Context: an optimization exercise on an open-source flow, tuned for small area, a short achievable clock period and few clock cycles per item. The choices shown serve that exercise and are no tape-out recipe.
At most, simulation tests tie the RTL to the original design; equivalence was not proved.
No functional check of the RTL was part of runs 1 and 2.
Power figures rest on the tool's default switching activity, not on a simulated workload.

## flow/design.v (module list and top-level ports; edited modules follow where they fit)
// module mul_core: 1490 lines
// module mul_fu: 96 lines
// module add_or_hold: 27 lines
// module fa_c: 4 lines
// module ha_c: 4 lines
// module oai22: 3 lines
// module xor2: 3 lines
module mul_fu (
    input  logic        clk,
    input  logic        rst_n,
    input  logic        in_valid,
    input  logic [3:0]  in_ctrl,
    input  logic [31:0] in_a,
    input  logic [31:0] in_b,
    input  logic [6:0]  in_tag,
    output logic        in_ready,
    output logic        out_req,
    output logic [6:0]  out_tag,
    output logic [31:0] out_data,
    input  logic        out_grant
);
  // ...
==> flow/flow/run.sh <==
#!/bin/bash
# Standard ORFS layout (the standard.sh), with the port buffers made plain
# buffers (buf_2) instead of the delay buffer buffer_ports picks by default.
set -euo pipefail
bash standard.sh synth > synth.log 2>&1
bash standard.sh BUFFER_PORTS_ARGS="-buffer_cell sky130_fd_sc_hd__buf_2" finish > layout.log 2>&1
==> flow/standard.sh <==
#!/bin/bash
# synth_recipe.tcl (not shown) runs the flow's synth.tcl, then flattens the netlist and writes it again
# the make line also repeats each setting of config.mk as NAME=value (left out here)
make -C /OpenROAD-flow-scripts/flow DESIGN_CONFIG=/design/flow/config.mk WORK_HOME=/design/flow/orfs CLKGATE_MAP_FILE= SYNTH_SCRIPT=/design/flow/synth_recipe.tcl "${@:-finish}"
==> flow/config.mk <==
export PLATFORM = sky130hd
export DESIGN_NAME = mul_fu
export DESIGN_NICKNAME = mul_fu
export VERILOG_FILES = /design/flow/design.v
export SDC_FILE = /design/flow/constraint.sdc
export NUM_CORES = 4
export LEC_CHECK = 0
export ABC_CLOCK_PERIOD_IN_PS = 2500
export CAP_MARGIN = 50
export CORE_MARGIN = 2
export CORE_UTILIZATION = 40
export CTS_BUF_LIST = sky130_fd_sc_hd__clkbuf_4 sky130_fd_sc_hd__clkbuf_8
export SLEW_MARGIN = 70
export SYNTH_HIERARCHICAL = 1
export SYNTH_MINIMUM_KEEP_SIZE = 0
==> flow/constraint.sdc <==
create_clock -name core_clock -period 10.0 [get_ports {clk}]
set_input_delay 2.0000 -clock core_clock [delete_from_list [all_inputs] [get_ports {clk}]]
set_output_delay 2.0000 -clock core_clock [all_outputs]
set_load 0.01 [all_outputs]
==> flow_summary_export.csv, run 1 <==
group,metric,value,unit
cells_and_area,seq_share,0.359,
worst_setup_path,r2r-start,"s2_mid[36]$_DFFE_PP_",
synth,synth-async-reset-ratio,0,
floorplan,coreArea,53800,um2
synth,synthMuxAreaShare,0.0171,
synth,ys_ff_latch,300,
sta,slew_viol_final,0,
floorplan,pin_count,120,
cells_and_area,largest_reg_flops,119,
cells_and_area,fin_area,23800,um2
synth,synth_edf_count,252,
drt,drt-pass1-iter-count,5,
power_and_ir_drop,power.share.clock,0.148,
grt,grt_pass1_wl,88500,um
sta,min_period,3.61,ns
floorplan,fp.dieArea,56200,um2
synth,yosys.area.top_type_share,0.348,
cells_and_area,n_all_inverters,13,
grt,use_met3,0.0417,
placed_design,hpwlAfterDp,41200,um
grt,grt_max_degree,42,
worst_setup_path,cp_top_family,"adder cells",
floorplan,die_w,237,um
drt,via_per_inst,5.61,
power_and_ir_drop,power_frac_comb,0.585,
synth,synth_commonest_cells,"xor2_1, o22ai_1, edfxtp_1",
power_and_ir_drop,switchingPower,3460,uW
drt,routed_wl,57300,um
sta,rsz0062_at_grt,"no",
worst_setup_path,crit_chain,"fa_1, fa_1, ha_1, a21oi_1, o22ai_1, nor2_1, a2111o_1, and4_1, a211oi_2",
cells_and_area,final_nets,2170,
synth,synth_xor_xnor_area_share,0.129,
clocking,root_buffer,"clkbuf_8",
outcome,status,"timing/DRC/antenna clean",
drt,wl_per_cell,22.5,um
cells_and_area,fillers,5031,
grt,antenna_found_initial,2,
cells_and_area,dominant_cells,"multi-input gates",
worst_setup_path,crit_start,"s2_mid[36]$_DFFE_PP_",
worst_setup_path,r2r_slack,6.39,ns
cells_and_area,drive_above_1_share,0.183,
worst_setup_path,crit_slowest_cell,"fa_1",
cells_and_area,seq_area,8530,um2
==> run 2, diff against run 1 <==
--- a/flow/config.mk
+++ b/flow/config.mk
@@ -9,7 +9,6 @@
 export CAP_MARGIN = 50
 export CORE_MARGIN = 2
 export CORE_UTILIZATION = 40
-export CTS_BUF_LIST = sky130_fd_sc_hd__clkbuf_4 sky130_fd_sc_hd__clkbuf_8
 export SLEW_MARGIN = 70
 export SYNTH_HIERARCHICAL = 1
 export SYNTH_MINIMUM_KEEP_SIZE = 0
==> run 2 against run 1 <==
Net effect:
- final area up 0.27%
- routed wire length about the same
- register-to-register slack about the same
- highest routed layer unchanged
- maximum frequency down 0.27%
- worst setup slack worse by 0.0098 ns
==> flow_summary_export.csv, run 2 <==
group,metric,value,unit
worst_setup_path,startpoint_type,"register",
floorplan,start_util,0.404,
hold_path,hold_path_end,"s2_tag[0]$_DFFE_PP_",
floorplan,die_h,237,um
power_and_ir_drop,seq_power_share,0.264,
sta,final.setup_skew,0.0169,ns
sta,fmax,0.276,GHz
synth,synth_area_leader_cell,"edfxtp_1",
clocking,cts_sinks,300,
clocking,postCtsSetupRepairBufs,0,
cells_and_area,largest_reg_flops,119,
power_and_ir_drop,switchingPower,3460,uW
cells_and_area,synthToLayoutAreaGrowth,9.65,%
power_and_ir_drop,p_int,4600,uW
power_and_ir_drop,total_power,8060,uW
worst_setup_path,cp_top_family,"adder cells",
drt,drt-pass1-iter-count,5,
grt,grt_max_degree,42,
power_and_ir_drop,leakage,0.00937,uW
synth,seq_area_frac_synth,0.392,
placed_design,hpwlAfterDp,41200,um
sta,min_period,3.62,ns
drt,wl_met2,26100,um
cells_and_area,diodes,0,
cells_and_area,drive_above_1_share,0.170,
worst_setup_path,r2r-start,"s1_an[23]$_DFFE_PP_",
worst_setup_path,crit_top_cell,"fa_1",
drt,maxUsedRoutingLayer,"met5",
synth,synth_area_leaders,"edfxtp_1, fa_1, xor2_1",
synth,syn_avg_cell_area,12.5,um2
clocking,cts_resized,0,
placed_design,place_congestion,0.893,
worst_setup_path,critPathCaptureType,"register",
sta,whs,0.418,ns
clocking,cts-buffers-inserted,35,
clocking,clkTransAtPathRegs,0.06,ns
cells_and_area,layout_commonest_cell,"xor2_1",
synth,ys.flop_type,"edfxtp_1",
clocking,htreeDepth,2,
synth,yosys.area.top_type_share,0.348,
worst_setup_path,path_max_fanout,6,
drt,wl_met1,25000,um
cells_and_area,final_nets,2152,
grt,grt_pass1_vias,14958,
synth,ys_warn_count,10,
synth,ys_ff_latch,300,
drt,drt_iter0_drc,1343,
worst_setup_path,timing.rr.end,"s2_mid[110]$_DFFE_PP_",
sta,final-hold-violation-count,0,
sta,slew_viol_final,0,
worst_setup_path,critPathArrivalTime,3.91,ns
cells_and_area,top_register,"s2_mid",
power_and_ir_drop,power_density,338,nW/um2
worst_setup_path,rr_worst_depth,7,
sta,min_period_over_period,0.362,
worst_setup_path,worstSetupPathType,"register to register",
worst_setup_path,required,10.29,ns
synth,syn_area,21700,um2
synth,synth.most_common_cell,"xor2_1",
drt,wl_per_cell,22.7,um
grt,grt_pass1_wl,88300,um
power_and_ir_drop,power.share.clock,0.158,
outcome,status,"timing/DRC/antenna clean",
worst_setup_path,r2r_slack,6.38,ns
grt,overflow,0,
floorplan,rows,85,
synth,netlist_instances,1745,
floorplan,coreArea,53800,um2
clocking,cts_tree,"built",
drt,dr_wl_met3,3970,um
drt,ant_nets,0,
sta,setup_viol,0,
synth,synth_commonest_cells,"xor2_1, o22ai_1, edfxtp_1",
worst_setup_path,path_buf_inv,1,
power_and_ir_drop,peakVddDrop,0.248,mV
sta,final.setup.tns,0,ns
placed_design,portBuffers,119,
floorplan,fp.dieArea,56200,um2
power_and_ir_drop,swShare,0.429,
drt,vias,14259,
hold_path,min-delay-start,"s1_tag[0]$_DFFE_PP_",
hold_path,hp-class,"register to register",
cells_and_area,mostFrequentLayoutCells,"xor2_1, o22ai_1, edfxtp_1",
floorplan,die_w,237,um
floorplan,pin_count,120,
drt,via_per_inst,5.66,
drt,drc,0,
clocking,root_buffer,"clkbuf_16",
drt,routed_wl,57300,um
power_and_ir_drop,power_frac_comb,0.578,
job,drv_cap,0,
grt,track_usage,0.204,
clocking,clkLatencyLatePin,0.56,ns
hold_path,min_delay_path_depth,0,
clocking,hold_buffers,0,
worst_setup_path,crit_chain,"buf_2, o22ai_1, xor2_1, fa_1, fa_1, fa_1, fa_1",
synth,synth-async-reset-ratio,0,
synth,ys_types,65,
clocking,clock_path_buffers,3,
synth,syn_nets,2098,
grt,antenna_found_initial,2,
sta,rsz0062_at_grt,"no",
worst_setup_path,slowest_delay,0.55,ns
worst_setup_path,crit_slowest_cell,"fa_1",
synth,synth_edf_count,252,
==> run 2: cell counts after synthesis <==
No cell type changed its count.
==> run 2: worst max-delay path by stage <==
stage	startpoint	end	depth (start not counted)
after CTS	s2_mid[20]$_DFFE_PP_	q0_data[20]$_DFFE_PP_	9
after global routing	s2_mid[36]$_DFFE_PP_	q0_data[20]$_DFFE_PP_	9
after floorplan	q1_v$_SDFF_PN0_	s2_mid[0]$_DFFE_PP_	2
after detailed placement	s2_mid[20]$_DFFE_PP_	q0_data[20]$_DFFE_PP_	9
final	s1_an[23]$_DFFE_PP_	s2_mid[110]$_DFFE_PP_	7
after global placement	s2_mid[20]$_DFFE_PP_	q0_data[20]$_DFFE_PP_	9
==> run 2: cell type report <==
type	count	area (um2)
Clock inverter	20	189
Clock buffer	43	946
Timing Repair Buffer	222	1510
Tap cell	696	871
Sequential cell	300	8530
Multi-Input combinational cell	1227	11800
Fill cell	4997	30000
Inverter	13	48.8
==> run 2: worst reg2reg max path, cell delays in order (launching register included) <==
cell and delay, ns:
edfxtp_1 0.52, buf_2 0.23, o22ai_1 0.20, xor2_1 0.39, fa_1 0.52, fa_1 0.50, fa_1 0.55, fa_1 0.45
==> run 2: modules after synthesis (local to each module, per instance) <==
module	area (um2)	flip-flops and latches	cells inside	times used
xor2	8.76	0	1	272
add_or_hold	2300	0	336	1
oai22	6.26	0	1	256
mul_core	1470	0	202	1
fa_c	20.0	0	1	210
mul_fu	9410	300	439	1
ha_c	12.5	0	1	30
==> run 2: stage by stage <==
| step | std cells | worst slack (ns) | utilization | instance area (um2) |
|---|---|---|---|---|
| final | 2521 | 6.38 | 0.443 | 23800 |
| after global routing | 2521 | 6.21 | 0.443 | 23800 |
| after CTS | 2516 | 6.33 | 0.440 | 23700 |
| after detailed placement | 2453 | 6.38 | 0.419 | 22600 |
| after global placement | 2390 | 6.29 | 0.409 | 22000 |
| after floorplan | 1745 | 6.22 | - | 21700 |
==> run 2: metal layers <==
metal  vias up  GRT usage
li1       6316          -
met1      7154      0.276
met2       657      0.324
met3       130     0.0346
met4         2     0.0936
met5         -          0
==> run 2: logic make-up (layout without fill, tap and decap cells) <==
kind of cell	after synthesis	after routing	synth area share
flops	300	300	0.392
other cells	1	1	0.000172
xor+xnor	321	321	0.129
simple gates	211	211	0.0482
compound gates	384	384	0.111
buf+inv	218	298	0.0717
fa+ha+maj	274	274	0.230
mux	36	36	0.0171
==> run 2: power groups by stage <==
| stage | logic, uW | clock network (uW) | registers [uW] |
|---|---|---|---|
| finish | 4660 | 1270 | 2130 |
| global route | 5270 | 1340 | 2170 |
| global placement | 4440 | 0 | 2180 |
| CTS | 4620 | 1310 | 2140 |
| detailed placement | 4600 | 0 | 2160 |
| floorplan | 3860 | 0 | 2210 |
==> module add_or_hold, before the edit <==
module add_or_hold (
    input  logic [31:0] x,
    input  logic [31:0] y,
    input  logic        hold,
    input  logic [31:0] h,
    output logic [31:0] s
);
    logic [31:0] p, g;
    logic [31:0] gl [6];
    logic [31:0] pl [6];
    assign p = x ^ y;
    assign g = x & y & {32{~hold}};
    assign gl[0] = g;
    assign pl[0] = p;
    for (genvar l = 0; l < 5; l++) begin : g_lvl
        for (genvar i = 0; i < 32; i++) begin : g_bit
            if (i >= (1 << l)) begin : g_op
                assign gl[l+1][i] = gl[l][i] | (pl[l][i] & gl[l][i - (1 << l)]);
                assign pl[l+1][i] = pl[l][i] & pl[l][i - (1 << l)];
            end else begin : g_pass
                assign gl[l+1][i] = gl[l][i];
                assign pl[l+1][i] = pl[l][i];
            end
        end
    end
    assign s = (hold ? h : p) ^ {gl[5][30:0], 1'b0};
endmodule
==> run 3, diff against run 2 <==
--- a/flow/design.v
+++ b/flow/design.v
@@ -1591,25 +1591,680 @@
     input  logic [31:0] h,
     output logic [31:0] s
 );
-    logic [31:0] p, g;
-    logic [31:0] gl [6];
-    logic [31:0] pl [6];
-    assign p = x ^ y;
-    assign g = x & y & {32{~hold}};
-    assign gl[0] = g;
-    assign pl[0] = p;
-    for (genvar l = 0; l < 5; l++) begin : g_lvl
-        for (genvar i = 0; i < 32; i++) begin : g_bit
-            if (i >= (1 << l)) begin : g_op
-                assign gl[l+1][i] = gl[l][i] | (pl[l][i] & gl[l][i - (1 << l)]);
-                assign pl[l+1][i] = pl[l][i] & pl[l][i - (1 << l)];
-            end else begin : g_pass
-                assign gl[l+1][i] = gl[l][i];
-                assign pl[l+1][i] = pl[l][i];
-            end
-        end
-    end
-    assign s = (hold ? h : p) ^ {gl[5][30:0], 1'b0};
+    logic n1;
+    logic n2;
+    logic n3;
+    logic n4;
+    logic n5;
+    logic n6;
+    logic n7;
+    logic n8;
+    logic n9;
+    logic n10;
+    logic n11;
+    logic n12;
+    logic n13;
+    logic n14;
+    logic n15;
+    logic n16;
+    logic n17;
+    logic n18;
+    logic n19;
+    logic n20;
+    logic n21;
+    logic n22;
+    logic n23;
+    logic n24;
+    logic n25;
+    logic n26;
+    logic n27;
+    logic n28;
+    logic n29;
+    logic n30;
+    logic n31;
+    logic n32;
+    logic n33;
+    logic n34;
+    logic n35;
+    logic n36;
+    logic n37;
+    logic n38;
+    logic n39;
+    logic n40;
+    logic n41;
+    logic n42;
+    logic n43;
+    logic n44;
+    logic n45;
+    logic n46;
+    logic n47;
+    logic n48;
+    logic n49;
+    logic n50;
+    logic n51;
+    logic n52;
+    logic n53;
+    logic n54;
+    logic n55;
+    logic n56;
+    logic n57;
+    logic n58;
+    logic n59;
+    logic n60;
+    logic n61;
+    logic n62;
+    logic n63;
+    logic n64;
+    logic n65;
+    logic n66;
+    logic n67;
+    logic n68;
+    logic n69;
+    logic n70;
+    logic n71;
+    logic n72;
+    logic n73;
+    logic n74;
+    logic n75;
+    logic n76;
+    logic n77;
+    logic n78;
+    logic n79;
+    logic n80;
+    logic n81;
+    logic n82;
+    logic n83;
+    logic n84;
+    logic n85;
+    logic n86;
+    logic n87;
+    logic n88;
+    logic n89;
+    logic n90;
+    logic n91;
+    logic n92;
+    logic n93;
+    logic n94;
+    logic n95;
+    logic n96;
+    logic n97;
+    logic n98;
+    logic n99;
+    logic n100;
+    logic n101;
+    logic n102;
+    logic n103;
+    logic n104;
+    logic n105;
+    logic n106;
+    logic n107;
+    logic n108;
+    logic n109;
+    logic n110;
+    logic n111;
+    logic n112;
+    logic n113;
+    logic n114;
+    logic n115;
+    logic n116;
+    logic n117;
+    logic n118;
+    logic n119;
+    logic n120;
+    logic n121;
+    logic n122;
+    logic n123;
+    logic n124;
+    logic n125;
+    logic n126;
+    logic n127;
+    logic n128;
+    logic n129;
+    logic n130;
+    logic n131;
+    logic n132;
+    logic n133;
+    logic n134;
+    logic n135;
+    logic n136;
+    logic n137;
+    logic n138;
+    logic n139;
+    logic n140;
+    logic n141;
+    logic n142;
+    logic n143;
+    logic n144;
+    logic n145;
+    logic n146;
+    logic n147;
+    logic n148;
+    logic n149;
+    logic n150;
+    logic n151;
+    logic n152;
+    logic n153;
+    logic n154;
+    logic n155;
+    logic n156;
+    logic n157;
+    logic n158;
+    logic n159;
+    logic n160;
+    logic n161;
+    logic n162;
+    logic n163;
+    logic n164;
+    logic n165;
+    logic n166;
+    logic n167;
+    logic n168;
+    logic n169;
+    logic n170;
+    logic n171;
+    logic n172;
+    logic n173;
+    logic n174;
+    logic n175;
+    logic n176;
+    logic n177;
+    logic n178;
+    logic n179;
+    logic n180;
+    logic n181;
+    logic n182;
+    logic n183;
+    logic n184;
+    logic n185;
+    logic n186;
+    logic n187;
+    logic n188;
+    logic n189;
+    logic n190;
+    logic n191;
+    logic n192;
+    logic n193;
+    logic n194;
+    logic n195;
+    logic n196;
+    logic n197;
+    logic n198;
+    logic n199;
+    logic n200;
+    logic n201;
+    logic n202;
+    logic n203;
+    logic n204;
+    logic n205;
+    logic n206;
+    logic n207;
+    logic n208;
+    logic n209;
+    logic n210;
+    logic n211;
+    logic n212;
+    logic n213;
+    logic n214;
+    logic n215;
+    logic n216;
+    logic n217;
+    logic n218;
+    logic n219;
+    logic n220;
+    logic n221;
+    logic n222;
+    logic n223;
+    logic n224;
+    logic n225;
+    logic n226;
+    logic n227;
+    logic n228;
+    logic n229;
+    logic n230;
+    logic n231;
+    logic n232;
+    logic n233;
+    logic n234;
+    logic n235;
+    logic n236;
+    logic n237;
+    logic n238;
+    logic n239;
+    logic n240;
+    logic n241;
+    logic n242;
+    logic n243;
+    logic n244;
+    logic n245;
+    logic n246;
+    logic n247;
+    logic n248;
+    logic n249;
+    logic n250;
+    logic n251;
+    logic n252;
+    logic n253;
+    logic n254;
+    logic n255;
+    logic n256;
+    logic n257;
+    logic n258;
+    logic n259;
+    logic n260;
+    logic n261;
+    logic n262;
+    logic n263;
+    logic n264;
+    logic n265;
+    logic n266;
+    logic n267;
+    logic n268;
+    logic n269;
+    logic n270;
+    logic n271;
+    logic n272;
+    logic n273;
+    logic n274;
+    logic n275;
+    logic n276;
+    logic n277;
+    logic n278;
+    logic n279;
+    logic n280;
+    logic n281;
+    logic n282;
+    logic n283;
+    logic n284;
+    logic n285;
+    logic n286;
+    logic n287;
+    logic n288;
+    logic n289;
+    logic n290;
+    logic n291;
+    logic n292;
+    logic n293;
+    logic n294;
+    logic n295;
+    logic n296;
+    logic n297;
+    logic n298;
+    logic n299;
+    logic n300;
+    logic n301;
+    logic n302;
+    logic n303;
+    logic n304;
+    logic n305;
+    logic n306;
+    logic n307;
+    logic n308;
+    logic n309;
+    logic n310;
+    logic n311;
+    logic n312;
+    logic n313;
+    logic n314;
+    logic n315;
+    logic n316;
+    logic n317;
+    logic n318;
+    logic n319;
+    logic n320;
+    logic n321;
+    gen_g u_g0 (.x(x[0]), .y(y[0]), .hold(hold), .g(n1));
+    xor2 u_p0 (.a(x[0]), .b(y[0]), .y(n2));
+    gen_g u_g1 (.x(x[1]), .y(y[1]), .hold(hold), .g(n3));
+    xor2 u_p1 (.a(x[1]), .b(y[1]), .y(n4));
+    gen_g u_g2 (.x(x[2]), .y(y[2]), .hold(hold), .g(n5));
+    xor2 u_p2 (.a(x[2]), .b(y[2]), .y(n6));
+    gen_g u_g3 (.x(x[3]), .y(y[3]), .hold(hold), .g(n7));
+    xor2 u_p3 (.a(x[3]), .b(y[3]), .y(n8));
+    gen_g u_g4 (.x(x[4]), .y(y[4]), .hold(hold), .g(n9));
+    xor2 u_p4 (.a(x[4]), .b(y[4]), .y(n10));
+    gen_g u_g5 (.x(x[5]), .y(y[5]), .hold(hold), .g(n11));
+    xor2 u_p5 (.a(x[5]), .b(y[5]), .y(n12));
+    gen_g u_g6 (.x(x[6]), .y(y[6]), .hold(hold), .g(n13));
+    xor2 u_p6 (.a(x[6]), .b(y[6]), .y(n14));
+    gen_g u_g7 (.x(x[7]), .y(y[7]), .hold(hold), .g(n15));
+    xor2 u_p7 (.a(x[7]), .b(y[7]), .y(n16));
+    gen_g u_g8 (.x(x[8]), .y(y[8]), .hold(hold), .g(n17));
+    xor2 u_p8 (.a(x[8]), .b(y[8]), .y(n18));
+    gen_g u_g9 (.x(x[9]), .y(y[9]), .hold(hold), .g(n19));
+    xor2 u_p9 (.a(x[9]), .b(y[9]), .y(n20));
+    gen_g u_g10 (.x(x[10]), .y(y[10]), .hold(hold), .g(n21));
+    xor2 u_p10 (.a(x[10]), .b(y[10]), .y(n22));
+    gen_g u_g11 (.x(x[11]), .y(y[11]), .hold(hold), .g(n23));
+    xor2 u_p11 (.a(x[11]), .b(y[11]), .y(n24));
+    gen_g u_g12 (.x(x[12]), .y(y[12]), .hold(hold), .g(n25));
+    xor2 u_p12 (.a(x[12]), .b(y[12]), .y(n26));
+    gen_g u_g13 (.x(x[13]), .y(y[13]), .hold(hold), .g(n27));
+    xor2 u_p13 (.a(x[13]), .b(y[13]), .y(n28));
+    gen_g u_g14 (.x(x[14]), .y(y[14]), .hold(hold), .g(n29));
+    xor2 u_p14 (.a(x[14]), .b(y[14]), .y(n30));
+    gen_g u_g15 (.x(x[15]), .y(y[15]), .hold(hold), .g(n31));
+    xor2 u_p15 (.a(x[15]), .b(y[15]), .y(n32));
+    gen_g u_g16 (.x(x[16]), .y(y[16]), .hold(hold), .g(n33));
+    xor2 u_p16 (.a(x[16]), .b(y[16]), .y(n34));
+    gen_g u_g17 (.x(x[17]), .y(y[17]), .hold(hold), .g(n35));
+    xor2 u_p17 (.a(x[17]), .b(y[17]), .y(n36));
+    gen_g u_g18 (.x(x[18]), .y(y[18]), .hold(hold), .g(n37));
+    xor2 u_p18 (.a(x[18]), .b(y[18]), .y(n38));
+    gen_g u_g19 (.x(x[19]), .y(y[19]), .hold(hold), .g(n39));
+    xor2 u_p19 (.a(x[19]), .b(y[19]), .y(n40));
+    gen_g u_g20 (.x(x[20]), .y(y[20]), .hold(hold), .g(n41));
+    xor2 u_p20 (.a(x[20]), .b(y[20]), .y(n42));
+    gen_g u_g21 (.x(x[21]), .y(y[21]), .hold(hold), .g(n43));
+    xor2 u_p21 (.a(x[21]), .b(y[21]), .y(n44));
+    gen_g u_g22 (.x(x[22]), .y(y[22]), .hold(hold), .g(n45));
+    xor2 u_p22 (.a(x[22]), .b(y[22]), .y(n46));
+    gen_g u_g23 (.x(x[23]), .y(y[23]), .hold(hold), .g(n47));
+    xor2 u_p23 (.a(x[23]), .b(y[23]), .y(n48));
+    gen_g u_g24 (.x(x[24]), .y(y[24]), .hold(hold), .g(n49));
+    xor2 u_p24 (.a(x[24]), .b(y[24]), .y(n50));
+    gen_g u_g25 (.x(x[25]), .y(y[25]), .hold(hold), .g(n51));
+    xor2 u_p25 (.a(x[25]), .b(y[25]), .y(n52));
+    gen_g u_g26 (.x(x[26]), .y(y[26]), .hold(hold), .g(n53));
+    xor2 u_p26 (.a(x[26]), .b(y[26]), .y(n54));
+    gen_g u_g27 (.x(x[27]), .y(y[27]), .hold(hold), .g(n55));
+    xor2 u_p27 (.a(x[27]), .b(y[27]), .y(n56));
+    gen_g u_g28 (.x(x[28]), .y(y[28]), .hold(hold), .g(n57));
+    xor2 u_p28 (.a(x[28]), .b(y[28]), .y(n58));
+    gen_g u_g29 (.x(x[29]), .y(y[29]), .hold(hold), .g(n59));
+    xor2 u_p29 (.a(x[29]), .b(y[29]), .y(n60));
+    gen_g u_g30 (.x(x[30]), .y(y[30]), .hold(hold), .g(n61));
+    xor2 u_p30 (.a(x[30]), .b(y[30]), .y(n62));
+    gen_g u_g31 (.x(x[31]), .y(y[31]), .hold(hold), .g(n63));
+    xor2 u_p31 (.a(x[31]), .b(y[31]), .y(n64));
+    aoi21 u_n65 (.a(n3), .b(n4), .c(n1), .y(n65));
+    aoi21 u_n66 (.a(n5), .b(n6), .c(n3), .y(n66));
+    nand2c u_n67 (.a(n6), .b(n4), .y(n67));
+    aoi21 u_n68 (.a(n7), .b(n8), .c(n5), .y(n68));
+    nand2c u_n69 (.a(n8), .b(n6), .y(n69));
+    aoi21 u_n70 (.a(n9), .b(n10), .c(n7), .y(n70));
+    nand2c u_n71 (.a(n10), .b(n8), .y(n71));
+    aoi21 u_n72 (.a(n11), .b(n12), .c(n9), .y(n72));
+    nand2c u_n73 (.a(n12), .b(n10), .y(n73));
+    aoi21 u_n74 (.a(n13), .b(n14), .c(n11), .y(n74));
+    nand2c u_n75 (.a(n14), .b(n12), .y(n75));
+    aoi21 u_n76 (.a(n15), .b(n16), .c(n13), .y(n76));
+    nand2c u_n77 (.a(n16), .b(n14), .y(n77));
+    aoi21 u_n78 (.a(n17), .b(n18), .c(n15), .y(n78));
+    nand2c u_n79 (.a(n18), .b(n16), .y(n79));
+    aoi21 u_n80 (.a(n19), .b(n20), .c(n17), .y(n80));
+    nand2c u_n81 (.a(n20), .b(n18), .y(n81));
+    aoi21 u_n82 (.a(n21), .b(n22), .c(n19), .y(n82));
+    nand2c u_n83 (.a(n22), .b(n20), .y(n83));
+    aoi21 u_n84 (.a(n23), .b(n24), .c(n21), .y(n84));
+    nand2c u_n85 (.a(n24), .b(n22), .y(n85));
+    aoi21 u_n86 (.a(n25), .b(n26), .c(n23), .y(n86));
+    nand2c u_n87 (.a(n26), .b(n24), .y(n87));
+    aoi21 u_n88 (.a(n27), .b(n28), .c(n25), .y(n88));
+    nand2c u_n89 (.a(n28), .b(n26), .y(n89));
+    aoi21 u_n90 (.a(n29), .b(n30), .c(n27), .y(n90));
+    nand2c u_n91 (.a(n30), .b(n28), .y(n91));
+    aoi21 u_n92 (.a(n31), .b(n32), .c(n29), .y(n92));
+    nand2c u_n93 (.a(n32), .b(n30), .y(n93));
+    aoi21 u_n94 (.a(n33), .b(n34), .c(n31), .y(n94));
+    nand2c u_n95 (.a(n34), .b(n32), .y(n95));
+    aoi21 u_n96 (.a(n35), .b(n36), .c(n33), .y(n96));
+    nand2c u_n97 (.a(n36), .b(n34), .y(n97));
+    aoi21 u_n98 (.a(n37), .b(n38), .c(n35), .y(n98));
+    nand2c u_n99 (.a(n38), .b(n36), .y(n99));
+    aoi21 u_n100 (.a(n39), .b(n40), .c(n37), .y(n100));
+    nand2c u_n101 (.a(n40), .b(n38), .y(n101));
+    aoi21 u_n102 (.a(n41), .b(n42), .c(n39), .y(n102));
+    nand2c u_n103 (.a(n42), .b(n40), .y(n103));
+    aoi21 u_n104 (.a(n43), .b(n44), .c(n41), .y(n104));
+    nand2c u_n105 (.a(n44), .b(n42), .y(n105));
+    aoi21 u_n106 (.a(n45), .b(n46), .c(n43), .y(n106));
+    nand2c u_n107 (.a(n46), .b(n44), .y(n107));
+    aoi21 u_n108 (.a(n47), .b(n48), .c(n45), .y(n108));
+    nand2c u_n109 (.a(n48), .b(n46), .y(n109));
+    aoi21 u_n110 (.a(n49), .b(n50), .c(n47), .y(n110));
+    nand2c u_n111 (.a(n50), .b(n48), .y(n111));
+    aoi21 u_n112 (.a(n51), .b(n52), .c(n49), .y(n112));
+    nand2c u_n113 (.a(n52), .b(n50), .y(n113));
+    aoi21 u_n114 (.a(n53), .b(n54), .c(n51), .y(n114));
+    nand2c u_n115 (.a(n54), .b(n52), .y(n115));
+    aoi21 u_n116 (.a(n55), .b(n56), .c(n53), .y(n116));
+    nand2c u_n117 (.a(n56), .b(n54), .y(n117));
+    aoi21 u_n118 (.a(n57), .b(n58), .c(n55), .y(n118));
+    nand2c u_n119 (.a(n58), .b(n56), .y(n119));
+    aoi21 u_n120 (.a(n59), .b(n60), .c(n57), .y(n120));
+    nand2c u_n121 (.a(n60), .b(n58), .y(n121));
+    aoi21 u_n122 (.a(n61), .b(n62), .c(n59), .y(n122));
+    nand2c u_n123 (.a(n62), .b(n60), .y(n123));
+    inv1 u_n125 (.a(n1), .y(n125));
+    oai21 u_n124 (.a(n66), .b(n67), .c(n125), .y(n124));
+    oai21 u_n126 (.a(n68), .b(n69), .c(n65), .y(n126));
+    oai21 u_n127 (.a(n70), .b(n71), .c(n66), .y(n127));
+    nor2c u_n128 (.a(n71), .b(n67), .y(n128));
+    oai21 u_n129 (.a(n72), .b(n73), .c(n68), .y(n129));
+    nor2c u_n130 (.a(n73), .b(n69), .y(n130));
+    oai21 u_n131 (.a(n74), .b(n75), .c(n70), .y(n131));
+    nor2c u_n132 (.a(n75), .b(n71), .y(n132));
+    oai21 u_n133 (.a(n76), .b(n77), .c(n72), .y(n133));
+    nor2c u_n134 (.a(n77), .b(n73), .y(n134));
+    oai21 u_n135 (.a(n78), .b(n79), .c(n74), .y(n135));
+    nor2c u_n136 (.a(n79), .b(n75), .y(n136));
+    oai21 u_n137 (.a(n80), .b(n81), .c(n76), .y(n137));
+    nor2c u_n138 (.a(n81), .b(n77), .y(n138));
+    oai21 u_n139 (.a(n82), .b(n83), .c(n78), .y(n139));
+    nor2c u_n140 (.a(n83), .b(n79), .y(n140));
+    oai21 u_n141 (.a(n84), .b(n85), .c(n80), .y(n141));
+    nor2c u_n142 (.a(n85), .b(n81), .y(n142));
+    oai21 u_n143 (.a(n86), .b(n87), .c(n82), .y(n143));
+    nor2c u_n144 (.a(n87), .b(n83), .y(n144));
+    oai21 u_n145 (.a(n88), .b(n89), .c(n84), .y(n145));
+    nor2c u_n146 (.a(n89), .b(n85), .y(n146));
+    oai21 u_n147 (.a(n90), .b(n91), .c(n86), .y(n147));
+    nor2c u_n148 (.a(n91), .b(n87), .y(n148));
+    oai21 u_n149 (.a(n92), .b(n93), .c(n88), .y(n149));
+    nor2c u_n150 (.a(n93), .b(n89), .y(n150));
+    oai21 u_n151 (.a(n94), .b(n95), .c(n90), .y(n151));
+    nor2c u_n152 (.a(n95), .b(n91), .y(n152));
+    oai21 u_n153 (.a(n96), .b(n97), .c(n92), .y(n153));
+    nor2c u_n154 (.a(n97), .b(n93), .y(n154));
+    oai21 u_n155 (.a(n98), .b(n99), .c(n94), .y(n155));
+    nor2c u_n156 (.a(n99), .b(n95), .y(n156));
+    oai21 u_n157 (.a(n100), .b(n101), .c(n96), .y(n157));
+    nor2c u_n158 (.a(n101), .b(n97), .y(n158));
+    oai21 u_n159 (.a(n102), .b(n103), .c(n98), .y(n159));
+    nor2c u_n160 (.a(n103), .b(n99), .y(n160));
+    oai21 u_n161 (.a(n104), .b(n105), .c(n100), .y(n161));
+    nor2c u_n162 (.a(n105), .b(n101), .y(n162));
+    oai21 u_n163 (.a(n106), .b(n107), .c(n102), .y(n163));
+    nor2c u_n164 (.a(n107), .b(n103), .y(n164));
+    oai21 u_n165 (.a(n108), .b(n109), .c(n104), .y(n165));
+    nor2c u_n166 (.a(n109), .b(n105), .y(n166));
+    oai21 u_n167 (.a(n110), .b(n111), .c(n106), .y(n167));
+    nor2c u_n168 (.a(n111), .b(n107), .y(n168));
+    oai21 u_n169 (.a(n112), .b(n113), .c(n108), .y(n169));
+    nor2c u_n170 (.a(n113), .b(n109), .y(n170));
+    oai21 u_n171 (.a(n114), .b(n115), .c(n110), .y(n171));
+    nor2c u_n172 (.a(n115), .b(n111), .y(n172));
+    oai21 u_n173 (.a(n116), .b(n117), .c(n112), .y(n173));
+    nor2c u_n174 (.a(n117), .b(n113), .y(n174));
+    oai21 u_n175 (.a(n118), .b(n119), .c(n114), .y(n175));
+    nor2c u_n176 (.a(n119), .b(n115), .y(n176));
+    oai21 u_n177 (.a(n120), .b(n121), .c(n116), .y(n177));
+    nor2c u_n178 (.a(n121), .b(n117), .y(n178));
+    oai21 u_n179 (.a(n122), .b(n123), .c(n118), .y(n179));
+    nor2c u_n180 (.a(n123), .b(n119), .y(n180));
+    aoi21 u_n181 (.a(n127), .b(n128), .c(n1), .y(n181));
+    inv1 u_n183 (.a(n65), .y(n183));
+    aoi21 u_n182 (.a(n129), .b(n130), .c(n183), .y(n182));
+    aoi21 u_n184 (.a(n131), .b(n132), .c(n124), .y(n184));
+    aoi21 u_n185 (.a(n133), .b(n134), .c(n126), .y(n185));
+    aoi21 u_n186 (.a(n135), .b(n136), .c(n127), .y(n186));
+    nand2c u_n187 (.a(n136), .b(n128), .y(n187));
+    aoi21 u_n188 (.a(n137), .b(n138), .c(n129), .y(n188));
+    nand2c u_n189 (.a(n138), .b(n130), .y(n189));
+    aoi21 u_n190 (.a(n139), .b(n140), .c(n131), .y(n190));
+    nand2c u_n191 (.a(n140), .b(n132), .y(n191));
+    aoi21 u_n192 (.a(n141), .b(n142), .c(n133), .y(n192));
+    nand2c u_n193 (.a(n142), .b(n134), .y(n193));
+    aoi21 u_n194 (.a(n143), .b(n144), .c(n135), .y(n194));
+    nand2c u_n195 (.a(n144), .b(n136), .y(n195));
+    aoi21 u_n196 (.a(n145), .b(n146), .c(n137), .y(n196));
+    nand2c u_n197 (.a(n146), .b(n138), .y(n197));
+    aoi21 u_n198 (.a(n147), .b(n148), .c(n139), .y(n198));
+    nand2c u_n199 (.a(n148), .b(n140), .y(n199));
+    aoi21 u_n200 (.a(n149), .b(n150), .c(n141), .y(n200));
+    nand2c u_n201 (.a(n150), .b(n142), .y(n201));
+    aoi21 u_n202 (.a(n151), .b(n152), .c(n143), .y(n202));
+    nand2c u_n203 (.a(n152), .b(n144), .y(n203));
+    aoi21 u_n204 (.a(n153), .b(n154), .c(n145), .y(n204));
+    nand2c u_n205 (.a(n154), .b(n146), .y(n205));
+    aoi21 u_n206 (.a(n155), .b(n156), .c(n147), .y(n206));
+    nand2c u_n207 (.a(n156), .b(n148), .y(n207));
+    aoi21 u_n208 (.a(n157), .b(n158), .c(n149), .y(n208));
+    nand2c u_n209 (.a(n158), .b(n150), .y(n209));
+    aoi21 u_n210 (.a(n159), .b(n160), .c(n151), .y(n210));
+    nand2c u_n211 (.a(n160), .b(n152), .y(n211));
+    aoi21 u_n212 (.a(n161), .b(n162), .c(n153), .y(n212));
+    nand2c u_n213 (.a(n162), .b(n154), .y(n213));
+    aoi21 u_n214 (.a(n163), .b(n164), .c(n155), .y(n214));
+    nand2c u_n215 (.a(n164), .b(n156), .y(n215));
+    aoi21 u_n216 (.a(n165), .b(n166), .c(n157), .y(n216));
+    nand2c u_n217 (.a(n166), .b(n158), .y(n217));
+    aoi21 u_n218 (.a(n167), .b(n168), .c(n159), .y(n218));
+    nand2c u_n219 (.a(n168), .b(n160), .y(n219));
+    aoi21 u_n220 (.a(n169), .b(n170), .c(n161), .y(n220));
+    nand2c u_n221 (.a(n170), .b(n162), .y(n221));
+    aoi21 u_n222 (.a(n171), .b(n172), .c(n163), .y(n222));
+    nand2c u_n223 (.a(n172), .b(n164), .y(n223));
+    aoi21 u_n224 (.a(n173), .b(n174), .c(n165), .y(n224));
+    nand2c u_n225 (.a(n174), .b(n166), .y(n225));
+    aoi21 u_n226 (.a(n175), .b(n176), .c(n167), .y(n226));
+    nand2c u_n227 (.a(n176), .b(n168), .y(n227));
+    aoi21 u_n228 (.a(n177), .b(n178), .c(n169), .y(n228));
+    nand2c u_n229 (.a(n178), .b(n170), .y(n229));
+    aoi21 u_n230 (.a(n179), .b(n180), .c(n171), .y(n230));
+    nand2c u_n231 (.a(n180), .b(n172), .y(n231));
+    oai21 u_n232 (.a(n186), .b(n187), .c(n125), .y(n232));
+    oai21 u_n233 (.a(n188), .b(n189), .c(n65), .y(n233));
+    inv1 u_n235 (.a(n124), .y(n235));
+    oai21 u_n234 (.a(n190), .b(n191), .c(n235), .y(n234));
+    inv1 u_n237 (.a(n126), .y(n237));
+    oai21 u_n236 (.a(n192), .b(n193), .c(n237), .y(n236));
+    oai21 u_n238 (.a(n194), .b(n195), .c(n181), .y(n238));
+    oai21 u_n239 (.a(n196), .b(n197), .c(n182), .y(n239));
+    oai21 u_n240 (.a(n198), .b(n199), .c(n184), .y(n240));
+    oai21 u_n241 (.a(n200), .b(n201), .c(n185), .y(n241));
+    oai21 u_n242 (.a(n202), .b(n203), .c(n186), .y(n242));
+    nor2c u_n243 (.a(n203), .b(n187), .y(n243));
+    oai21 u_n244 (.a(n204), .b(n205), .c(n188), .y(n244));
+    nor2c u_n245 (.a(n205), .b(n189), .y(n245));
+    oai21 u_n246 (.a(n206), .b(n207), .c(n190), .y(n246));
+    nor2c u_n247 (.a(n207), .b(n191), .y(n247));
+    oai21 u_n248 (.a(n208), .b(n209), .c(n192), .y(n248));
+    nor2c u_n249 (.a(n209), .b(n193), .y(n249));
+    oai21 u_n250 (.a(n210), .b(n211), .c(n194), .y(n250));
+    nor2c u_n251 (.a(n211), .b(n195), .y(n251));
+    oai21 u_n252 (.a(n212), .b(n213), .c(n196), .y(n252));
+    nor2c u_n253 (.a(n213), .b(n197), .y(n253));
+    oai21 u_n254 (.a(n214), .b(n215), .c(n198), .y(n254));
+    nor2c u_n255 (.a(n215), .b(n199), .y(n255));
+    oai21 u_n256 (.a(n216), .b(n217), .c(n200), .y(n256));
+    nor2c u_n257 (.a(n217), .b(n201), .y(n257));
+    oai21 u_n258 (.a(n218), .b(n219), .c(n202), .y(n258));
+    nor2c u_n259 (.a(n219), .b(n203), .y(n259));
+    oai21 u_n260 (.a(n220), .b(n221), .c(n204), .y(n260));
+    nor2c u_n261 (.a(n221), .b(n205), .y(n261));
+    oai21 u_n262 (.a(n222), .b(n223), .c(n206), .y(n262));
+    nor2c u_n263 (.a(n223), .b(n207), .y(n263));
+    oai21 u_n264 (.a(n224), .b(n225), .c(n208), .y(n264));
+    nor2c u_n265 (.a(n225), .b(n209), .y(n265));
+    oai21 u_n266 (.a(n226), .b(n227), .c(n210), .y(n266));
+    nor2c u_n267 (.a(n227), .b(n211), .y(n267));
+    oai21 u_n268 (.a(n228), .b(n229), .c(n212), .y(n268));
+    nor2c u_n269 (.a(n229), .b(n213), .y(n269));
+    oai21 u_n270 (.a(n230), .b(n231), .c(n214), .y(n270));
+    nor2c u_n271 (.a(n231), .b(n215), .y(n271));
+    aoi21 u_n272 (.a(n242), .b(n243), .c(n1), .y(n272));
+    aoi21 u_n273 (.a(n244), .b(n245), .c(n183), .y(n273));
+    aoi21 u_n274 (.a(n246), .b(n247), .c(n124), .y(n274));
+    aoi21 u_n275 (.a(n248), .b(n249), .c(n126), .y(n275));
+    inv1 u_n277 (.a(n181), .y(n277));
+    aoi21 u_n276 (.a(n250), .b(n251), .c(n277), .y(n276));
+    inv1 u_n279 (.a(n182), .y(n279));
+    aoi21 u_n278 (.a(n252), .b(n253), .c(n279), .y(n278));
+    inv1 u_n281 (.a(n184), .y(n281));
+    aoi21 u_n280 (.a(n254), .b(n255), .c(n281), .y(n280));
+    inv1 u_n283 (.a(n185), .y(n283));
+    aoi21 u_n282 (.a(n256), .b(n257), .c(n283), .y(n282));
+    aoi21 u_n284 (.a(n258), .b(n259), .c(n232), .y(n284));
+    aoi21 u_n285 (.a(n260), .b(n261), .c(n233), .y(n285));
+    aoi21 u_n286 (.a(n262), .b(n263), .c(n234), .y(n286));
+    aoi21 u_n287 (.a(n264), .b(n265), .c(n236), .y(n287));
+    aoi21 u_n288 (.a(n266), .b(n267), .c(n238), .y(n288));
+    aoi21 u_n289 (.a(n268), .b(n269), .c(n239), .y(n289));
+    aoi21 u_n290 (.a(n270), .b(n271), .c(n240), .y(n290));
+    mux2c u_x0 (.s(hold), .a(n2), .b(h[0]), .y(s[0]));
+    mux2i u_x1 (.s(hold), .a(n4), .b(h[1]), .y(n291));
+    xnor2 u_s1 (.a(n291), .b(n1), .y(s[1]));
+    mux2i u_x2 (.s(hold), .a(n6), .b(h[2]), .y(n292));
+    xor2 u_s2 (.a(n292), .b(n65), .y(s[2]));
+    mux2i u_x3 (.s(hold), .a(n8), .b(h[3]), .y(n293));
+    xnor2 u_s3 (.a(n293), .b(n124), .y(s[3]));
+    mux2i u_x4 (.s(hold), .a(n10), .b(h[4]), .y(n294));
+    xnor2 u_s4 (.a(n294), .b(n126), .y(s[4]));
+    mux2i u_x5 (.s(hold), .a(n12), .b(h[5]), .y(n295));
+    xor2 u_s5 (.a(n295), .b(n181), .y(s[5]));
+    mux2i u_x6 (.s(hold), .a(n14), .b(h[6]), .y(n296));
+    xor2 u_s6 (.a(n296), .b(n182), .y(s[6]));
+    mux2i u_x7 (.s(hold), .a(n16), .b(h[7]), .y(n297));
+    xor2 u_s7 (.a(n297), .b(n184), .y(s[7]));
+    mux2i u_x8 (.s(hold), .a(n18), .b(h[8]), .y(n298));
+    xor2 u_s8 (.a(n298), .b(n185), .y(s[8]));
+    mux2i u_x9 (.s(hold), .a(n20), .b(h[9]), .y(n299));
+    xnor2 u_s9 (.a(n299), .b(n232), .y(s[9]));
+    mux2i u_x10 (.s(hold), .a(n22), .b(h[10]), .y(n300));
+    xnor2 u_s10 (.a(n300), .b(n233), .y(s[10]));
+    mux2i u_x11 (.s(hold), .a(n24), .b(h[11]), .y(n301));
+    xnor2 u_s11 (.a(n301), .b(n234), .y(s[11]));
+    mux2i u_x12 (.s(hold), .a(n26), .b(h[12]), .y(n302));
+    xnor2 u_s12 (.a(n302), .b(n236), .y(s[12]));
+    mux2i u_x13 (.s(hold), .a(n28), .b(h[13]), .y(n303));
+    xnor2 u_s13 (.a(n303), .b(n238), .y(s[13]));
+    mux2i u_x14 (.s(hold), .a(n30), .b(h[14]), .y(n304));
+    xnor2 u_s14 (.a(n304), .b(n239), .y(s[14]));
+    mux2i u_x15 (.s(hold), .a(n32), .b(h[15]), .y(n305));
+    xnor2 u_s15 (.a(n305), .b(n240), .y(s[15]));
+    mux2i u_x16 (.s(hold), .a(n34), .b(h[16]), .y(n306));
+    xnor2 u_s16 (.a(n306), .b(n241), .y(s[16]));
+    mux2i u_x17 (.s(hold), .a(n36), .b(h[17]), .y(n307));
+    xor2 u_s17 (.a(n307), .b(n272), .y(s[17]));
+    mux2i u_x18 (.s(hold), .a(n38), .b(h[18]), .y(n308));
+    xor2 u_s18 (.a(n308), .b(n273), .y(s[18]));
+    mux2i u_x19 (.s(hold), .a(n40), .b(h[19]), .y(n309));
+    xor2 u_s19 (.a(n309), .b(n274), .y(s[19]));
+    mux2i u_x20 (.s(hold), .a(n42), .b(h[20]), .y(n310));
+    xor2 u_s20 (.a(n310), .b(n275), .y(s[20]));
+    mux2i u_x21 (.s(hold), .a(n44), .b(h[21]), .y(n311));
+    xor2 u_s21 (.a(n311), .b(n276), .y(s[21]));
+    mux2i u_x22 (.s(hold), .a(n46), .b(h[22]), .y(n312));
+    xor2 u_s22 (.a(n312), .b(n278), .y(s[22]));
+    mux2i u_x23 (.s(hold), .a(n48), .b(h[23]), .y(n313));
+    xor2 u_s23 (.a(n313), .b(n280), .y(s[23]));
+    mux2i u_x24 (.s(hold), .a(n50), .b(h[24]), .y(n314));
+    xor2 u_s24 (.a(n314), .b(n282), .y(s[24]));
+    mux2i u_x25 (.s(hold), .a(n52), .b(h[25]), .y(n315));
+    xor2 u_s25 (.a(n315), .b(n284), .y(s[25]));
+    mux2i u_x26 (.s(hold), .a(n54), .b(h[26]), .y(n316));
+    xor2 u_s26 (.a(n316), .b(n285), .y(s[26]));
+    mux2i u_x27 (.s(hold), .a(n56), .b(h[27]), .y(n317));
+    xor2 u_s27 (.a(n317), .b(n286), .y(s[27]));
+    mux2i u_x28 (.s(hold), .a(n58), .b(h[28]), .y(n318));
+    xor2 u_s28 (.a(n318), .b(n287), .y(s[28]));
+    mux2i u_x29 (.s(hold), .a(n60), .b(h[29]), .y(n319));
+    xor2 u_s29 (.a(n319), .b(n288), .y(s[29]));
+    mux2i u_x30 (.s(hold), .a(n62), .b(h[30]), .y(n320));
+    xor2 u_s30 (.a(n320), .b(n289), .y(s[30]));
+    mux2i u_x31 (.s(hold), .a(n64), .b(h[31]), .y(n321));
+    xor2 u_s31 (.a(n321), .b(n290), .y(s[31]));
 endmodule
 module fa_c (input logic x, y, z, output logic s, c);
     assign s = x ^ y ^ z;
@@ -1625,3 +2280,30 @@
 module xor2 (input logic a, b, output logic y);
     assign y = a ^ b;
 endmodule
+module xnor2 (input logic a, b, output logic y);
+    assign y = ~(a ^ b);
+endmodule
+module inv1 (input logic a, output logic y);
+    assign y = ~a;
+endmodule
+module nand2c (input logic a, b, output logic y);
+    assign y = ~(a & b);
+endmodule
+module nor2c (input logic a, b, output logic y);
+    assign y = ~(a | b);
+endmodule
+module aoi21 (input logic a, b, c, output logic y);
+    assign y = ~(a | (b & c));
+endmodule
+module oai21 (input logic a, b, c, output logic y);
+    assign y = ~(a & (b | c));
+endmodule
+module gen_g (input logic x, y, hold, output logic g);
+    assign g = x & y & ~hold;
+endmodule
+module mux2c (input logic s, a, b, output logic y);
+    assign y = s ? b : a;
+endmodule
+module mux2i (input logic s, a, b, output logic y);
+    assign y = ~(s ? b : a);
+endmodule
--- a/flow/config.mk
+++ b/flow/config.mk
@@ -8,7 +8,8 @@
 export ABC_CLOCK_PERIOD_IN_PS = 2500
 export CAP_MARGIN = 50
 export CORE_MARGIN = 2
-export CORE_UTILIZATION = 40
+export CORE_UTILIZATION = 60
+export CTS_BUF_LIST = sky130_fd_sc_hd__clkbuf_4 sky130_fd_sc_hd__clkbuf_8
 export SLEW_MARGIN = 70
 export SYNTH_HIERARCHICAL = 1
 export SYNTH_MINIMUM_KEEP_SIZE = 0
==> run 3 against run 2 <==
Net effect:
- still clean on timing, DRC and antenna
- worst hold slack improved by 0.00055 ns
- count of clock-buffer cells in the layout rose by 29
- clock power fell by 6%
- sequential share of layout area rose by 0.30 points
- area after synthesis rose by 0.54%
- via count rose by 1.1%
- flip-flop and latch count did not move
==> flow_summary_export.csv, run 3 <==
group,metric,value,unit
clocking,cts_sinks,300,
synth,synth_area_leader_cell,"edfxtp_1",
clocking,clkLatencyLatePin,0.64,ns
synth,ys_types,34,
synth,syn_avg_cell_area,12.4,um2
synth,ys.flop_type,"edfxtp_1",
sta,final.setup.tns,0,ns
floorplan,rows,69,
cells_and_area,fin_area,23700,um2
clocking,htreeDepth,2,
sta,setup_viol,0,
drt,drc,0,
floorplan,die_h,195,um
synth,syn_nets,2083,
grt,track_usage,0.294,
synth,synth-async-reset-ratio,0,
drt,via_per_inst,6.15,
drt,drt_iter0_drc,1356,
synth,ys_warn_count,7,
drt,wl_per_cell,23.6,um
floorplan,coreArea,35700,um2
worst_setup_path,required,10.36,ns
synth,syn_area,21900,um2
floorplan,start_util,0.612,
sta,final.setup_skew,0.0184,ns
clocking,postCtsSetupRepairBufs,0,
grt,grt_max_degree,48,
placed_design,portBuffers,119,
drt,routed_wl,55300,um
floorplan,die_w,195,um
synth,yosys.area.top_type_share,0.346,
clocking,hold_buffers,0,
power_and_ir_drop,power_density,339,nW/um2
power_and_ir_drop,leakage,0.00930,uW
power_and_ir_drop,switchingPower,3640,uW
sta,rsz0062_at_grt,"no",
synth,seq_area_frac_synth,0.390,
power_and_ir_drop,power.share.clock,0.148,
cells_and_area,fillers,2757,
clocking,cts_tree,"built",
synth,netlist_instances,1761,
synth,synth_area_leaders,"edfxtp_1, fa_1, xor2_1",
power_and_ir_drop,p_int,4380,uW
grt,antenna_found_initial,0,
cells_and_area,layout_commonest_cell,"xor2_1",
clocking,cts-buffers-inserted,50,
placed_design,place_congestion,0.944,
clocking,root_buffer,"clkbuf_8",
cells_and_area,drive_above_1_share,0.220,
sta,fmax,0.270,GHz
sta,min_period,3.70,ns
placed_design,placed_cell_area,22500,um2
worst_setup_path,path_max_fanout,8,
power_and_ir_drop,power_frac_comb,0.587,
placed_design,placed_cells,2249,
sta,slew_viol_final,0,
cells_and_area,mostFrequentLayoutCells,"xor2_1, o22ai_1, edfxtp_1",
synth,ys_ff_latch,300,
power_and_ir_drop,peakVddDrop,0.227,mV
synth,synth_commonest_cells,"xor2_1, o22ai_1, edfxtp_1",
worst_setup_path,startpoint_type,"register",
cells_and_area,synthToLayoutAreaGrowth,8.17,%
floorplan,fp.dieArea,38000,um2
clocking,clock_path_buffers,3,
grt,overflow,0,
cells_and_area,final_nets,2165,
grt,grt_pass1_vias,14932,
drt,drt-pass1-iter-count,5,
floorplan,pin_count,120,
job,drv_cap,0,
outcome,status,"timing/DRC/antenna clean",
synth,synth_edf_count,252,
cells_and_area,diodes,0,
hold_path,hp-class,"register to register",
sta,final-hold-violation-count,0,
drt,ant_nets,0,
placed_design,hpwlAfterDp,39300,um
cells_and_area,top_register,"s2_mid",
clocking,clkTransAtPathRegs,0.06,ns
sta,min_period_over_period,0.370,
clocking,cts_resized,0,
power_and_ir_drop,seq_power_share,0.264,
worst_setup_path,critPathCaptureType,"register",
cells_and_area,post-route-util,0.662,
worst_setup_path,critPathArrivalTime,4.07,ns
grt,grt_pass1_wl,85000,um
cells_and_area,layout.cells.non_filler,2342,
cells_and_area,largest_reg_flops,119,
power_and_ir_drop,swShare,0.454,
sta,whs,0.418,ns
drt,vias,14412,
synth,synth.most_common_cell,"xor2_1",
worst_setup_path,worstSetupPathType,"register to register",
## run 3: final timing paths
| check | start | endpoint | slack (ns) | cells after the start |
|---|---|---|---|---|
| max | s1_twon[5]$_DFFE_PP_ | s2_mid[114]$_DFFE_PP_ | 6.30 | 9 |
| min reg2reg | s1_tag[3]$_DFFE_PP_ | s2_tag[3]$_DFFE_PP_ | 0.42 | 0 |
| min | s1_tag[3]$_DFFE_PP_ | s2_tag[3]$_DFFE_PP_ | 0.42 | 0 |
| max reg2reg | s1_twon[5]$_DFFE_PP_ | s2_mid[114]$_DFFE_PP_ | 6.30 | 9 |
## run 3: power by group through the flow
stage	combinational, uW	clock (uW)	sequential (uW)
2_1_floorplan	3830	0	2200
3_3_place_gp	4450	0	2170
3_5_place_dp	4650	0	2150
4_1_cts	4670	1220	2130
5_1_grt	5190	1270	2160
6_report	4710	1190	2120
## run 3: critical path: stages (launching register included)
cell and delay, ns:
edfxtp_1 0.46, buf_2 0.21, buf_4 0.17, buf_2 0.18, o22ai_1 0.16, xor2_1 0.21, fa_1 0.47, fa_1 0.63
fa_1 0.46, fa_1 0.48
## run 3: per-module statistics from Yosys, one instance, submodules excluded, excerpt
module,flip-flops and latches,times used,cells
aoi21,0,72,1
fa_c,0,210,1
gen_g,0,31,1
ha_c,0,30,1
mul_core,0,1,202
mux2i,0,31,1
nand2c,0,52,1
oai21,0,52,1
oai22,0,256,1
xnor2,0,11,1
xor2,0,324,1
## run 3: cells by family (layout without fill, tap and decap cells)
kind of cell             Yosys count  after routing  share of synthesized area
AO/OA/AOI/OAI                    404            404                      0.120
XOR/XNOR                         350            350                      0.140
adder cells (fa/ha/maj)          243            243                      0.211
buffers and inverters            204            324                     0.0684
flip-flops                       300            300                      0.390
multiplexers                      41             41                     0.0195
other                              1              1                   0.000172
AND/OR/NAND/NOR                  218            218                     0.0506
## run 3: metal layers
| layer | share of wire | global-route usage | vias up |
|---|---|---|---|
| met4 | 0.031 | 0.107 | 0 |
| met2 | 0.47 | 0.472 | 726 |
| met1 | 0.42 | 0.401 | 7214 |
| li1 | - | - | 6352 |
| met3 | 0.081 | 0.0566 | 120 |
| met5 | 0 | 0 | - |
## run 3: metrics by stage
stage | setup WS, ns | total power (uW)
2_1_floorplan | 4.74 | 6030
3_3_place_gp | 6.42 | 6620
3_5_place_dp | 6.32 | 6800
4_1_cts | 6.31 | 8020
5_1_grt | 6.15 | 8620
6_report | 6.30 | 8020
## run 3: cell type report
class,count,area (um2),area share
multi-input combinational,1257,12000,0.508
sequential,300,8530,0.361
timing repair buffer,219,1390,0.0586
clock buffer,72,897,0.0379
tap,461,577,0.0244
clock inverter,18,196,0.00831
inverter,15,56.3,0.00238
Testbench counts of run 3, summed over its fixed seeds: cycles 2,374, items 2,048.
==> run 4, diff against run 3 <==
--- a/flow/config.mk
+++ b/flow/config.mk
@@ -8,7 +8,7 @@
 export ABC_CLOCK_PERIOD_IN_PS = 2500
 export CAP_MARGIN = 50
 export CORE_MARGIN = 2
-export CORE_UTILIZATION = 60
+export CORE_UTILIZATION = 40
 export CTS_BUF_LIST = sky130_fd_sc_hd__clkbuf_4 sky130_fd_sc_hd__clkbuf_8
 export SLEW_MARGIN = 70
 export SYNTH_HIERARCHICAL = 1
==> run 4 against run 3 <==
Net effect:
- routed wire length up 6.5%
- clock skew up 0.015 ns
- final area up 1.6%
- synthesized cell count unchanged
- non-clock buffer count unchanged
- register-to-register slack better by 0.13 ns
- total power up 2.0%
- global-route usage down 8.3 points
- critical path type unchanged
- largest cell class unchanged
==> flow_summary_export.csv, run 4 <==
group,metric,value,unit
outcome,status,"timing/DRC/antenna clean",
clocking,postCtsSetupRepairBufs,0,
sta,final.setup_skew,0.0334,ns
power_and_ir_drop,peakVddDrop,0.211,mV
clocking,cts-buffers-inserted,52,
synth,synth_commonest_cells,"xor2_1, o22ai_1, edfxtp_1",
cells_and_area,mostFrequentLayoutCells,"xor2_1, o22ai_1, edfxtp_1",
clocking,cts_resized,0,
drt,drt-pass1-iter-count,6,
clocking,clkLatencyLatePin,0.65,ns
synth,syn_avg_cell_area,12.4,um2
worst_setup_path,startpoint_type,"register",
power_and_ir_drop,total_power,8180,uW
cells_and_area,largest_reg_flops,119,
clocking,hold_buffers,0,
cells_and_area,top_register,"s2_mid",
grt,grt_pass1_vias,15204,
clocking,cts_tree,"built",
synth,seq_area_frac_synth,0.390,
synth,syn_nets,2083,
synth,ys_ff_latch,300,
cells_and_area,final_nets,2167,
synth,syn_area,21900,um2
synth,synth.most_common_cell,"xor2_1",
drt,wl_per_cell,22.8,um
sta,min_period_over_period,0.357,
worst_setup_path,critPathArrivalTime,3.95,ns
floorplan,start_util,0.405,
worst_setup_path,required,10.38,ns
hold_path,hp-class,"register to register",
placed_design,portBuffers,119,
power_and_ir_drop,leakage,0.00931,uW
worst_setup_path,critPathCaptureType,"register",
cells_and_area,layout_commonest_cell,"xor2_1",
sta,worst_slack,6.43,ns
clocking,cts_sinks,300,
synth,yosys.area.top_type_share,0.346,
sta,min_period,3.57,ns
grt,track_usage,0.210,
sta,final-hold-violation-count,0,
cells_and_area,drive_above_1_share,0.224,
sta,rsz0062_at_grt,"no",
floorplan,die_h,238,um
sta,fmax,0.280,GHz
cells_and_area,post-route-util,0.446,
placed_design,place_congestion,0.904,
clocking,clkTransAtPathRegs,0.06,ns
drt,vias,14313,
sta,setup_viol,0,
floorplan,rows,85,
synth,synth_area_leaders,"edfxtp_1, fa_1, xor2_1",
grt,antenna_found_initial,2,
synth,ys_warn_count,7,
synth,netlist_instances,1761,
placed_design,hpwlAfterDp,42500,um
synth,synth_area_leader_cell,"edfxtp_1",
clocking,clock_path_buffers,3,
job,drv_cap,0,
power_and_ir_drop,power_density,340,nW/um2
clocking,root_buffer,"clkbuf_8",
cells_and_area,synthToLayoutAreaGrowth,9.94,%
drt,via_per_inst,5.54,
drt,drt_iter0_drc,1139,
worst_setup_path,path_max_fanout,10,
drt,drc,0,
floorplan,fp.dieArea,56500,um2
cells_and_area,fillers,4969,
floorplan,die_w,238,um
synth,synth_edf_count,252,
grt,grt_max_degree,50,
synth,ys.flop_type,"edfxtp_1",
floorplan,pin_count,120,
placed_design,post-place-ws,6.48,ns
drt,routed_wl,58900,um
grt,overflow,0,
grt,grt_pass1_wl,90600,um
clocking,htreeDepth,2,
sta,final.setup.tns,0,ns
synth,synth-async-reset-ratio,0,
drt,ant_nets,0,
synth,ys_types,34,
floorplan,coreArea,53900,um2
worst_setup_path,worstSetupPathType,"register to register",
sta,slew_viol_final,0,
run 4: cell counts after synthesis:
No cell type changed its count.
run 4: worst max-delay path: stages, from the launching register on:
cell and delay [ns]:
edfxtp_1 0.53, buf_2 0.26, o22ai_1 0.19, xor2_1 0.28, fa_1 0.50, fa_1 0.60
fa_1 0.46, fa_1 0.48
run 4: power by group:
| part | leakage, uW | total (uW) | internal [uW] | switching [uW] |
|---|---|---|---|---|
| sequential | 0.00298 | 2130 | 1980 | 155 |
| clock | 0.000551 | 1150 | 625 | 530 |
| combinational | 0.00578 | 4900 | 1780 | 3120 |
run 4: per-layer routing:
layer | share of wire | track usage | vias to the layer above
met5 | 0.00022 | 0 | -
met4 | 0.038 | 0.0871 | 2
met3 | 0.077 | 0.0411 | 151
met2 | 0.46 | 0.335 | 680
met1 | 0.43 | 0.282 | 7137
li1 | - | - | 6343
run 4: layout make-up:
cell class | instances | area, um2 | area share
Inverter | 15 | 56.3 | 0.00234
Clock buffer | 72 | 885 | 0.0368
Tap cell | 696 | 871 | 0.0362
Antenna cell | 1 | 2.50 | 0.000104
Multi-Input combinational cell | 1257 | 12100 | 0.502
Timing Repair Buffer | 219 | 1440 | 0.0601
Clock inverter | 25 | 175 | 0.00729
Sequential cell | 300 | 8530 | 0.355
run 4: logic make-up after synthesis:
| logic type | share of synthesized area |
|---|---|
| DFF | 0.390 |
| adders and majority gates | 0.211 |
| muxes | 0.0195 |
| and+or+nand+nor | 0.0506 |
| other | 0.000172 |
| buffers and inverters | 0.0684 |
| xor gates and xnor gates | 0.140 |
| AOI/OAI and AO/OA | 0.120 |
run 4: stage by stage:
stage	instances	cell area (um2)	hold slack, ns
3_3_place_gp	2419	22200	0.403
6_report	2585	24000	0.412
2_1_floorplan	1761	21900	0.400
3_5_place_dp	2483	22800	0.405
4_1_cts	2580	23900	0.413
5_1_grt	2585	24000	0.425
run 4: final timing paths:
kind / startpoint / endpoint / slack, ns / depth (start not counted)
setup reg to reg: s1_an[13]$_DFFE_PP_ / s2_mid[114]$_DFFE_PP_ / 6.43 / 7
setup / recovery: s1_an[13]$_DFFE_PP_ / s2_mid[114]$_DFFE_PP_ / 6.43 / 7
hold reg to reg: s1_tag[6]$_DFFE_PP_ / s2_tag[6]$_DFFE_PP_ / 0.41 / 0
hold / removal: s1_tag[6]$_DFFE_PP_ / s2_tag[6]$_DFFE_PP_ / 0.41 / 0
run 4: per-module statistics from Yosys (local to each module, per instance), excerpt:
module,cells,cell area (um2)
mul_fu,439,9410
mul_core,202,1470
mux2c,1,15.0
ha_c,1,12.5
mux2i,1,10.0
aoi21,1,8.76
xor2,1,8.76
xnor2,1,8.76
oai22,1,6.26
oai21,1,5.00
inv1,1,3.75
nand2c,1,3.75
nor2c,1,3.75
==> run 5, diff against run 4 <==
--- a/flow/config.mk
+++ b/flow/config.mk
@@ -6,10 +6,10 @@
 export NUM_CORES = 4
 export LEC_CHECK = 0
 export ABC_CLOCK_PERIOD_IN_PS = 2500
-export CAP_MARGIN = 50
+export CAP_MARGIN = 30
 export CORE_MARGIN = 2
 export CORE_UTILIZATION = 40
 export CTS_BUF_LIST = sky130_fd_sc_hd__clkbuf_4 sky130_fd_sc_hd__clkbuf_8
-export SLEW_MARGIN = 70
+export SLEW_MARGIN = 50
 export SYNTH_HIERARCHICAL = 1
 export SYNTH_MINIMUM_KEEP_SIZE = 0
==> run 5 against run 4 <==
Net effect:
- still clean
- sequential power barely moved
- utilization down 1.3 points
- count of clock-buffer cells in the layout is 2 lower
- flip-flop and latch count unchanged
- total power down 3.0%
- clock power is essentially flat
==> flow_summary_export.csv, run 5 <==
group,metric,value,unit
outcome,status,"timing/DRC/antenna clean",
drt,via_per_inst,5.56,
synth,syn_avg_cell_area,12.4,um2
synth,seq_area_frac_synth,0.390,
clocking,postCtsSetupRepairBufs,0,
synth,synth-async-reset-ratio,0,
synth,netlist_instances,1761,
cells_and_area,top_register,"s2_mid",
clocking,cts_resized,0,
drt,routed_wl,58000,um
worst_setup_path,startpoint_type,"register",
placed_design,hpwlAfterDp,41100,um
grt,grt_pass1_wl,89000,um
grt,overflow,0,
synth,synth_area_leaders,"edfxtp_1, fa_1, xor2_1",
synth,synthMuxAreaShare,0.0195,
hold_path,min-delay-start,"s1_tag[1]$_DFFE_PP_",
drt,drt_iter0_drc,1189,
synth,ys_ff_latch,300,
floorplan,pin_count,120,
power_and_ir_drop,swShare,0.464,
synth,ys.flop_type,"edfxtp_1",
drt,ant_nets,0,
clocking,clkTransAtPathRegs,0.06,ns
sta,fmax,0.282,GHz
floorplan,start_util,0.405,
sta,slew_viol_final,0,
synth,synth_edf_count,252,
worst_setup_path,required,10.37,ns
worst_setup_path,crit_start,"s1_an[19]$_DFFE_PP_",
placed_design,post-place-ws,6.54,ns
clocking,hold_buffers,0,
drt,drc,0,
worst_setup_path,r2r-start,"s1_an[19]$_DFFE_PP_",
placed_design,portBuffers,119,
synth,synth_top_family_by_area,"adder cells",
synth,syn_nets,2083,
synth,ys_warn_count,7,
job,drv_cap,0,
synth,synth_xor_xnor_area_share,0.140,
floorplan,rows,85,
grt,grt_max_degree,84,
clocking,cts-buffers-inserted,54,
cells_and_area,final_nets,2114,
sta,final.setup.tns,0,ns
sta,final.setup_skew,0.0333,ns
cells_and_area,synthToLayoutAreaGrowth,6.75,%
cells_and_area,largest_reg_flops,119,
grt,grt_pass1_vias,14819,
==> run 5: cell counts after synthesis <==
No cell type changed its count.
==> run 5: metal layers <==
layer  wire length (um)  part of all wire  track usage
met1              25200              0.43        0.280
met2              26100              0.45        0.317
met3               4420             0.076       0.0485
met4               2270             0.039       0.0921
met5                  0                 0            0
==> run 5: modules after synthesis, one instance, submodules excluded, a selection <==
module | copies in the design | cells | flip-flops and latches | area (um2)
ha_c | 30 | 1 | 0 | 12.5
mux2i | 31 | 1 | 0 | 10.0
xor2 | 324 | 1 | 0 | 8.76
mul_fu | 1 | 439 | 300 | 9410
mux2c | 1 | 1 | 0 | 15.0
nand2c | 52 | 1 | 0 | 3.75
aoi21 | 72 | 1 | 0 | 8.76
inv1 | 8 | 1 | 0 | 3.75
fa_c | 210 | 1 | 0 | 20.0
gen_g | 31 | 1 | 0 | 8.76
oai22 | 256 | 1 | 0 | 6.26
oai21 | 52 | 1 | 0 | 5.00
==> run 5: critical path, cell delays in order, from the launching register on <==
cell	delay (ns)
edfxtp_1	0.78
o22ai_1	0.21
xor2_1	0.20
fa_1	0.51
fa_1	0.62
fa_1	0.46
fa_1	0.49
==> run 5: worst paths after layout <==
kind                                end  depth (start not counted)
setup / recovery  s2_mid[114]$_DFFE_PP_                          6
hold / removal      s2_tag[1]$_DFFE_PP_                          0
setup reg to reg  s2_mid[114]$_DFFE_PP_                          6
hold reg to reg     s2_tag[1]$_DFFE_PP_                          0
==> run 5: power groups by stage <==
stage | clock, uW | sequential, uW | combinational [uW]
floorplan | 0 | 2200 | 3830
global placement | 0 | 2180 | 4610
detailed placement | 0 | 2180 | 4690
CTS | 1170 | 2160 | 4700
global route | 1220 | 2190 | 5170
finish | 1130 | 2150 | 4660
==> run 5: cell families after synthesis <==
| logic type | after synthesis |
|---|---|
| compound gates | 404 |
| xor+xnor | 350 |
| fa+ha+maj | 243 |
| buf+inv | 204 |
| flops | 300 |
| mux | 41 |
| other cells | 1 |
| simple gates | 218 |
==> run 5: cell type report <==
type | instances | area [um2] | area share
Clock inverter | 22 | 149 | 0.00638
Antenna cell | 2 | 5.00 | 0.000214
Tap cell | 696 | 871 | 0.0373
Multi-Input combinational cell | 1257 | 11900 | 0.509
Sequential cell | 300 | 8530 | 0.366
Inverter | 15 | 56.3 | 0.00241
Timing Repair Buffer | 164 | 975 | 0.0418
Clock buffer | 70 | 876 | 0.0375
==> run 5: stage by stage <==
step	cell area (um2)	util	hold slack [ns]	total power (uW)
floorplan	21900	-	0.400	6030
global placement	22200	0.411	0.403	6800
detailed placement	22300	0.413	0.405	6870
CTS	23300	0.432	0.415	8030
global route	23300	0.433	0.428	8580
finish	23300	0.433	0.413	7940

Re-timed with assumed drivers on the ports (clkbuf_16 on the clock, buf_2 on other inputs), run 5 has 6.459 ns of setup slack against 6.459 ns with ideal ports, and 6.459 ns once port delays also move by the mid clock arrival of 0.679 ns.
